Source: an optimization exercise on an open RTL-to-GDS flow (aim: small area). Production flows keep margins and buffers that such runs may drop.
Function was checked by simulation only, so behaviour that the tests miss may differ from the original.

==> inputs of wip/willow <==
==> flow/design.v <==
module chip_to_symbol
(
input  logic        i_clk,
input  logic        i_rst_n,
input  logic        i_stream,
input  logic        i_stream_valid,
output logic [3:0]  o_symbol,
output logic        o_symbol_valid
);
localparam logic [31:0] C0 = 32'b11011001110000110101001000101110;
logic [4:0] r_pos;
wire last  = &r_pos;
wire first = ~|r_pos;
always_ff @(posedge i_clk, negedge i_rst_n)
    if (!i_rst_n)
        r_pos <= '0;
    else if (i_stream_valid || last)
        r_pos <= r_pos + 5'd1;
logic [7:0] bm, mb, r1, r2, r3;
always_comb
    for (int i = 0; i < 8; i++)
        bm[i] = C0[4*i + r_pos[1:0]];
assign mb = ~(bm ^ {8{i_stream}});
assign r1 = r_pos[2] ? {mb[0],   mb[7:1]} : mb;
assign r2 = r_pos[3] ? {r1[1:0], r1[7:2]} : r1;
assign r3 = r_pos[4] ? {r2[3:0], r2[7:4]} : r2;
logic [7:0] m;
assign m = {r3[7], r3[3], r3[5], r3[1], r3[6], r3[2], r3[4], r3[0]};
wire clr = first;
wire odd = r_pos[0];
wire par = r_pos[1];    
logic [3:0] r_h  [8];
logic [3:0] r_dd [8];
logic [3:0] h    [8];
logic [3:0] dd   [8];
logic [3:0] th   [8];
logic [3:0] tdd  [8];
logic [7:0] inc, zero;
logic       any;
always_comb begin
    for (int j = 0; j < 8; j++) begin
        logic g, t, l;
        h[j]  = r_h[j]  & {4{~clr}};
        dd[j] = r_dd[j] & {4{~clr}};
        l = h[j][3];
        t = (h[j] == 4'd0) & ~par;
        g = ~l & ~t;
        inc[j]  = i_stream_valid & (odd ? m[j] : (t | (m[j] ? g : l)));
        zero[j] = dd[j] == 4'd0;
    end
    any = |(zero & inc);
end
always_comb
    for (int j = 0; j < 8; j++) begin
        logic eh, edd, c;
        eh = i_stream_valid & ~odd & (m[j] ~^ par);
        c  = eh;
        for (int k = 0; k < 4; k++) begin
            th[j][k] = c;
            c = c & (h[j][k] ~^ par);
        end
        th[j][3] = th[j][3] & (h[j][3] | ~par);
        edd = (any ^ inc[j]) & ~(any & (&dd[j]));
        c   = edd;
        for (int k = 0; k < 4; k++) begin
            tdd[j][k] = c;
            c = c & (dd[j][k] ~^ any);
        end
    end
always_ff @(posedge i_clk)
    for (int j = 0; j < 8; j++) begin
        r_h[j]  <= h[j]  ^ th[j];
        r_dd[j] <= dd[j] ^ tdd[j];
    end
logic [2:0] win;
always_comb begin
    win = 3'd7;
    for (int j = 6; j >= 0; j--)
        if (r_dd[j] == 4'd0)
            win = j[2:0];
    o_symbol = {win, r_h[win][3]};
end
assign o_symbol_valid = last;
endmodule
==> flow/run.sh <==
#!/bin/bash
# synth_recipe.tcl (not shown) runs the flow's synth.tcl, then flattens the netlist and writes it again
# the make line also repeats each setting of config.mk as NAME=value (left out here)
make -C /OpenROAD-flow-scripts/flow DESIGN_CONFIG=/design/flow/config.mk WORK_HOME=/design/flow/orfs CLKGATE_MAP_FILE= SYNTH_SCRIPT=/design/flow/synth_recipe.tcl finish
==> flow/config.mk <==
export PLATFORM = sky130hd
export DESIGN_NAME = chip_to_symbol
export DESIGN_NICKNAME = chip_to_symbol
export VERILOG_FILES = /design/flow/design.v
export SDC_FILE = /design/flow/constraint.sdc
export NUM_CORES = 4
export LEC_CHECK = 0
export ABC_AREA = 1
export CAP_MARGIN = 20
export CORE_MARGIN = 2
export CORE_UTILIZATION = 40
export SLEW_MARGIN = 20
==> flow/constraint.sdc <==
create_clock -name core_clock -period 10.0 [get_ports {i_clk}]
set_input_delay 2.0000 -clock core_clock [delete_from_list [all_inputs] [get_ports {i_clk}]]
set_output_delay 2.0000 -clock core_clock [all_outputs]
set_load 0.01 [all_outputs]
==> wip/quartz: changes against wip/willow <==
==> flow/flow/run.sh (new file) <==
#!/bin/bash
# Layout flow: the standard synthesis, then its combinational logic
# re-mapped for area by ABC (registers untouched, proven equal), then the standard flow's
# standard layout from floorplan to finish. Each tool writes its own log here.
set -euo pipefail
W=$PWD
R=$W/orfs/results/$FLOW_PLATFORM/chip_to_symbol/base
LIB=$FLOW_HOME/platforms/$FLOW_PLATFORM/lib/sky130_fd_sc_hd__tt_025C_1v80.lib

# 1. standard synthesis, netlist only
bash standard.sh $R/1_2_yosys.v > synth_standard.log 2>&1
cp $R/1_2_yosys.v $W/std_1_2_yosys.v

# 2. re-map combinational logic (dont-use list as the standard synthesis used it)
DU=$(grep -o -- "-dont_use [^ ]*" $W/orfs/logs/$FLOW_PLATFORM/chip_to_symbol/base/1_2_yosys.log | sort -u | tr '\n' ' ')
export REABC_LIB=$LIB REABC_DONTUSE="$DU" REABC_TOP=$FLOW_TOP \
       REABC_IN=$W/std_1_2_yosys.v REABC_OUT=$W/reabc_1_2_yosys.v \
       REABC_SCRIPT=$W/flow/area.abc
yosys -c $W/flow/reabc.tcl > reabc.log 2>&1

# 3. prove it equal to the standard netlist; keep the standard one otherwise
if EQ_A=$W/std_1_2_yosys.v EQ_B=$W/reabc_1_2_yosys.v yosys -c $W/flow/equiv.tcl > equiv.log 2>&1; then
  cp $W/reabc_1_2_yosys.v $R/1_2_yosys.v
  echo "re-mapped netlist used" > netlist_choice.log
else
  echo "equivalence failed: standard netlist kept" > netlist_choice.log
fi

# 4. standard layout from the (newer) netlist on; clock tree options from
#    cts_args.txt when present
if [[ -f $W/flow/cts_args.txt ]]; then
  export CTS_ARGS="$(cat $W/flow/cts_args.txt)"
fi
bash standard.sh > layout.log 2>&1
==> flow/flow/area.abc (new file) <==
strash
&get -n
&deepsyn -T 60
&put
dch
map -a
amap
topo
==> flow/flow/cts_args.txt (new file) <==
-sink_clustering_enable -repair_clock_nets -dont_use_dummy_load -buf_list sky130_fd_sc_hd__clkbuf_8
==> flow/flow/equiv.tcl (new file) <==
# Prove the re-mapped netlist equal to the standard one: registers are paired
# by name, so this is a combinational proof of every register input and output.
yosys -import
read_liberty -ignore_miss_func $::env(REABC_LIB)
read_verilog $::env(EQ_A)
yosys rename $::env(REABC_TOP) gold
read_verilog $::env(EQ_B)
yosys rename $::env(REABC_TOP) gate
hierarchy -check
flatten gold gate
opt_clean
async2sync
yosys rename -hide w:_*
opt_clean -purge
equiv_make gold gate equiv
hierarchy -top equiv
equiv_simple -seq 2
equiv_induct
equiv_status -assert
==> flow/flow/reabc.tcl (new file) <==
# Re-map the combinational logic of the standard synthesis netlist with a
# stronger, area-oriented ABC script. Sequential cells and tie cells are kept
# as they are (same instances, names and cell types), so the registers are
# exactly the standard synthesis's.
yosys -import
set lib    $::env(REABC_LIB)
set du     $::env(REABC_DONTUSE)

read_liberty -ignore_miss_func $lib
foreach pat {sky130_fd_sc_hd__df* sky130_fd_sc_hd__edf* sky130_fd_sc_hd__sdf* sky130_fd_sc_hd__sedf* sky130_fd_sc_hd__dl* sky130_fd_sc_hd__conb*} {
  catch { blackbox $pat }
}
read_verilog $::env(REABC_IN)
hierarchy -top $::env(REABC_TOP)
flatten
opt_clean -purge
tee -o reabc_before.txt stat -liberty $lib
abc -script $::env(REABC_SCRIPT) -liberty $lib {*}$du
read_liberty -lib -ignore_redef $lib
opt_clean -purge
hilomap -singleton -hicell sky130_fd_sc_hd__conb_1 HI -locell sky130_fd_sc_hd__conb_1 LO
splitnets
opt_clean -purge
tee -o reabc_after.txt stat -liberty $lib
check -assert -mapped
write_verilog -noattr -nohex -nodec $::env(REABC_OUT)
==> flow/standard.sh (new file) <==
#!/bin/bash
# synth_recipe.tcl (not shown) runs the flow's synth.tcl, then flattens the netlist and writes it again
# the make line also repeats each setting of config.mk as NAME=value (left out here)
make -C /OpenROAD-flow-scripts/flow DESIGN_CONFIG=/design/flow/config.mk WORK_HOME=/design/flow/orfs CLKGATE_MAP_FILE= SYNTH_SCRIPT=/design/flow/synth_recipe.tcl "${@:-finish}"
- CORE_UTILIZATION: 40 -> 65
- GPL_TIMING_DRIVEN: not set -> 0
- PLACE_DENSITY: not set -> 0.8
removed: flow/run.sh
==> wip/yarrow: changes against wip/willow <==
==> flow/flow/run.sh (new file) <==
#!/bin/bash
# Layout flow: the standard synthesis; then its combinational logic is
# re-mapped for area by ABC with a few scripts (flow/abc/*.abc), registers
# untouched; the smallest result that is proven equal to the standard netlist
# is kept; then the standard layout from floorplan to finish.
# Each tool run writes its own log in this folder.
set -euo pipefail
W=$PWD
R=$W/orfs/results/$FLOW_PLATFORM/chip_to_symbol/base
LIB=$FLOW_HOME/platforms/$FLOW_PLATFORM/lib/sky130_fd_sc_hd__tt_025C_1v80.lib

# 1. standard synthesis, netlist only
bash standard.sh $R/1_2_yosys.v > synth_standard.log 2>&1
cp $R/1_2_yosys.v $W/std_1_2_yosys.v

# 2. re-map combinational logic, one job per ABC script, 4 at a time
DU=$(grep -o -- "-dont_use [^ ]*" $W/orfs/logs/$FLOW_PLATFORM/chip_to_symbol/base/1_2_yosys.log | sort -u | tr '\n' ' ')
export REABC_LIB=$LIB REABC_DONTUSE="$DU" REABC_TOP=$FLOW_TOP REABC_IN=$W/std_1_2_yosys.v
mkdir -p $W/reabc
for s in $W/flow/abc/*.abc; do
  n=$(basename $s .abc)
  mkdir -p $W/reabc/$n
  ( cd $W/reabc/$n && REABC_OUT=$W/reabc/$n/out.v REABC_SCRIPT=$s \
      timeout 900 yosys -c $W/flow/reabc.tcl > $W/reabc/$n/yosys.log 2>&1 || true ) &
  while [[ $(jobs -r | wc -l) -ge 4 ]]; do sleep 1; done
done
wait

# 3. smallest candidate proven equal to the standard netlist; else the standard one
: > $W/reabc/areas.txt
for d in $W/reabc/*/; do
  if [[ -f $d/out.v && -f $d/reabc_after.txt ]]; then
    a=$(grep "Chip area" $d/reabc_after.txt | awk '{print $NF}')
    echo "$a $d" >> $W/reabc/areas.txt
  fi
done
sort -g $W/reabc/areas.txt -o $W/reabc/areas.txt
chosen=""
while read -r a d; do
  if EQ_A=$W/std_1_2_yosys.v EQ_B=$d/out.v yosys -c $W/flow/equiv.tcl > $d/equiv.log 2>&1; then
    chosen=$d; break
  fi
done < $W/reabc/areas.txt
if [[ -n $chosen ]]; then
  cp $chosen/out.v $R/1_2_yosys.v
  echo "re-mapped netlist used: $chosen" > netlist_choice.log
else
  echo "no re-mapped netlist proven equal: standard netlist kept" > netlist_choice.log
fi
cat $W/reabc/areas.txt >> netlist_choice.log

# 4. standard layout from the (newer) netlist on; clock tree options from
#    cts_args.txt and port buffer options from buffer_ports_args.txt
if [[ -f $W/flow/cts_args.txt ]]; then
  export CTS_ARGS="$(cat $W/flow/cts_args.txt)"
fi
if [[ -f $W/flow/buffer_ports_args.txt ]]; then
  export BUFFER_PORTS_ARGS="$(cat $W/flow/buffer_ports_args.txt)"
fi
bash standard.sh > layout.log 2>&1
==> flow/flow/abc/s1.abc (new file) <==
strash
&get -n
&deepsyn -J 100 -S 0
&put
dch
map -a
amap
topo
==> flow/flow/abc/s10.abc (new file) <==
strash
&get -n
&deepsyn -J 100 -S 11
&put
dch
map -a
amap
topo
==> flow/flow/abc/s11.abc (new file) <==
strash
&get -n
&deepsyn -J 100 -S 11
&put
dch
amap -m
topo
==> flow/flow/abc/s12.abc (new file) <==
strash
&get -n
&deepsyn -J 100 -S 11
&dch -f
&nf -R 1000
&put
topo
==> flow/flow/abc/s13.abc (new file) <==
strash
&get -n
&deepsyn -J 100 -S 17
&put
dch
map -a
amap
topo
==> flow/flow/abc/s14.abc (new file) <==
strash
&get -n
&deepsyn -J 100 -S 17
&put
dch
amap -m
topo
==> flow/flow/abc/s15.abc (new file) <==
strash
&get -n
&deepsyn -J 100 -S 17
&dch -f
&nf -R 1000
&put
topo
==> flow/flow/abc/s2.abc (new file) <==
strash
&get -n
&deepsyn -J 100 -S 0
&put
dch
amap -m
topo
==> flow/flow/abc/s3.abc (new file) <==
strash
&get -n
&deepsyn -J 100 -S 0
&dch -f
&nf -R 1000
&put
topo
==> flow/flow/abc/s4.abc (new file) <==
strash
&get -n
&deepsyn -J 100 -S 5
&put
dch
map -a
amap
topo
==> flow/flow/abc/s5.abc (new file) <==
strash
&get -n
&deepsyn -J 100 -S 5
&put
dch
amap -m
topo
==> flow/flow/abc/s6.abc (new file) <==
strash
&get -n
&deepsyn -J 100 -S 5
&dch -f
&nf -R 1000
&put
topo
==> flow/flow/abc/s7.abc (new file) <==
strash
&get -n
&deepsyn -J 100 -S 7
&put
dch
map -a
amap
topo
==> flow/flow/abc/s8.abc (new file) <==
strash
&get -n
&deepsyn -J 100 -S 7
&put
dch
amap -m
topo
==> flow/flow/abc/s9.abc (new file) <==
strash
&get -n
&deepsyn -J 100 -S 7
&dch -f
&nf -R 1000
&put
topo
==> flow/flow/buffer_ports_args.txt (new file) <==
-buffer_cell sky130_fd_sc_hd__buf_1
==> flow/flow/cts_args.txt (new file) <==
-sink_clustering_enable -repair_clock_nets -dont_use_dummy_load -buf_list sky130_fd_sc_hd__clkbuf_8
==> flow/flow/equiv.tcl (new file) <==
# Prove the re-mapped netlist equal to the standard one: registers are paired
# by name, so this is a combinational proof of every register input and output.
yosys -import
read_liberty -ignore_miss_func $::env(REABC_LIB)
read_verilog $::env(EQ_A)
yosys rename $::env(REABC_TOP) gold
read_verilog $::env(EQ_B)
yosys rename $::env(REABC_TOP) gate
hierarchy -check
flatten gold gate
opt_clean
async2sync
yosys rename -hide w:_*
opt_clean -purge
equiv_make gold gate equiv
hierarchy -top equiv
equiv_simple -seq 2
equiv_induct
equiv_status -assert
==> flow/flow/reabc.tcl (new file) <==
# Re-map the combinational logic of the standard synthesis netlist with a
# stronger, area-oriented ABC script. Sequential cells and tie cells are kept
# as they are (same instances, names and cell types), so the registers are
# exactly the standard synthesis's.
yosys -import
set lib    $::env(REABC_LIB)
set du     $::env(REABC_DONTUSE)

read_liberty -ignore_miss_func $lib
foreach pat {sky130_fd_sc_hd__df* sky130_fd_sc_hd__edf* sky130_fd_sc_hd__sdf* sky130_fd_sc_hd__sedf* sky130_fd_sc_hd__dl* sky130_fd_sc_hd__conb*} {
  catch { blackbox $pat }
}
read_verilog $::env(REABC_IN)
hierarchy -top $::env(REABC_TOP)
flatten
opt_clean -purge
tee -q -o reabc_before.txt stat -liberty $lib
abc -script $::env(REABC_SCRIPT) -liberty $lib {*}$du
read_liberty -lib -ignore_redef $lib
opt_clean -purge
hilomap -singleton -hicell sky130_fd_sc_hd__conb_1 HI -locell sky130_fd_sc_hd__conb_1 LO
splitnets
opt_clean -purge
tee -o reabc_after.txt stat -liberty $lib
check -assert -mapped
write_verilog -noattr -nohex -nodec $::env(REABC_OUT)
==> flow/standard.sh (new file) <==
#!/bin/bash
# synth_recipe.tcl (not shown) runs the flow's synth.tcl, then flattens the netlist and writes it again
# the make line also repeats each setting of config.mk as NAME=value (left out here)
make -C /OpenROAD-flow-scripts/flow DESIGN_CONFIG=/design/flow/config.mk WORK_HOME=/design/flow/orfs CLKGATE_MAP_FILE= SYNTH_SCRIPT=/design/flow/synth_recipe.tcl "${@:-finish}"
removed: flow/run.sh
==> summary.txt <==
Final Core Density: 44.8%
fmax: 0.167 GHz
Crit-path slowest cell: a21o_1
post-layout min period: 5.97 ns
Iteration-0 DRC Markers: 206
per-cell routed wire length: 13.1 um
r2r setup slk: 4.69 ns
status: finished clean
That was wip/yarrow.
==> summary.txt <==
CP cell instances: clkdlybuf4s50_1, clkinv_1, o22ai_1, nand2_1, a31o_1, o22a_1, o22ai_1, clkinv_1, o311ai_0, o221ai_1, a2111oi_0, o21ai_2, buf_8, clkinv_1, nor3_1, o32ai_1, clkinv_1, o21ai_0, o21ai_0
r2r setup slk: 3.27 ns
post-layout min period: 7.23 ns
Final Core Density: 73.3%
status: finished clean
per-cell routed wire length: 13.7 um
Crit-path slowest cell: a2111oi_0
That was wip/quartz.
==> summary.txt <==
Iteration-0 DRC Markers: 278
Final Core Density: 44.9%
Die ar.: 12800 sq um
post-layout min period: 4.75 ns
r2r setup slk: 5.35 ns
per-cell routed wire length: 13.0 um
Crit-path slowest cell: clkdlybuf4s50_1
status: finished clean
That was wip/willow.

==> port drivers added, routing unchanged <==
How much do the figures lean on ideal ports? The routed layouts below were timed once more, with nothing changed but the port constraints.
Step 1: set_driving_cell puts a clkbuf_16 on i_clk and a buf_2 on each other input, an assumption about the parent block.
Step 2 also shifts input and output timing later by t, the mid clock arrival at the registers, as if the neighbouring blocks saw the same clock.
a / b / c = ideal ports / drivers / drivers and shift; a / b = the first two.
run	shift t [ns]	setup slack, ns	worst setup path at the end
wip/willow	0.379	5.251 / 5.258 / 4.889	input to register
wip/quartz	0.378	2.768 / 2.779 / 2.401	input to register
wip/yarrow	0.375	4.025 / 4.032 / 3.657	input to register
After both steps every run listed still meets setup and hold. For wip/yarrow, which loses most, drivers alone change the setup slack by +0.007 ns; drivers and shift together by -0.368 ns.
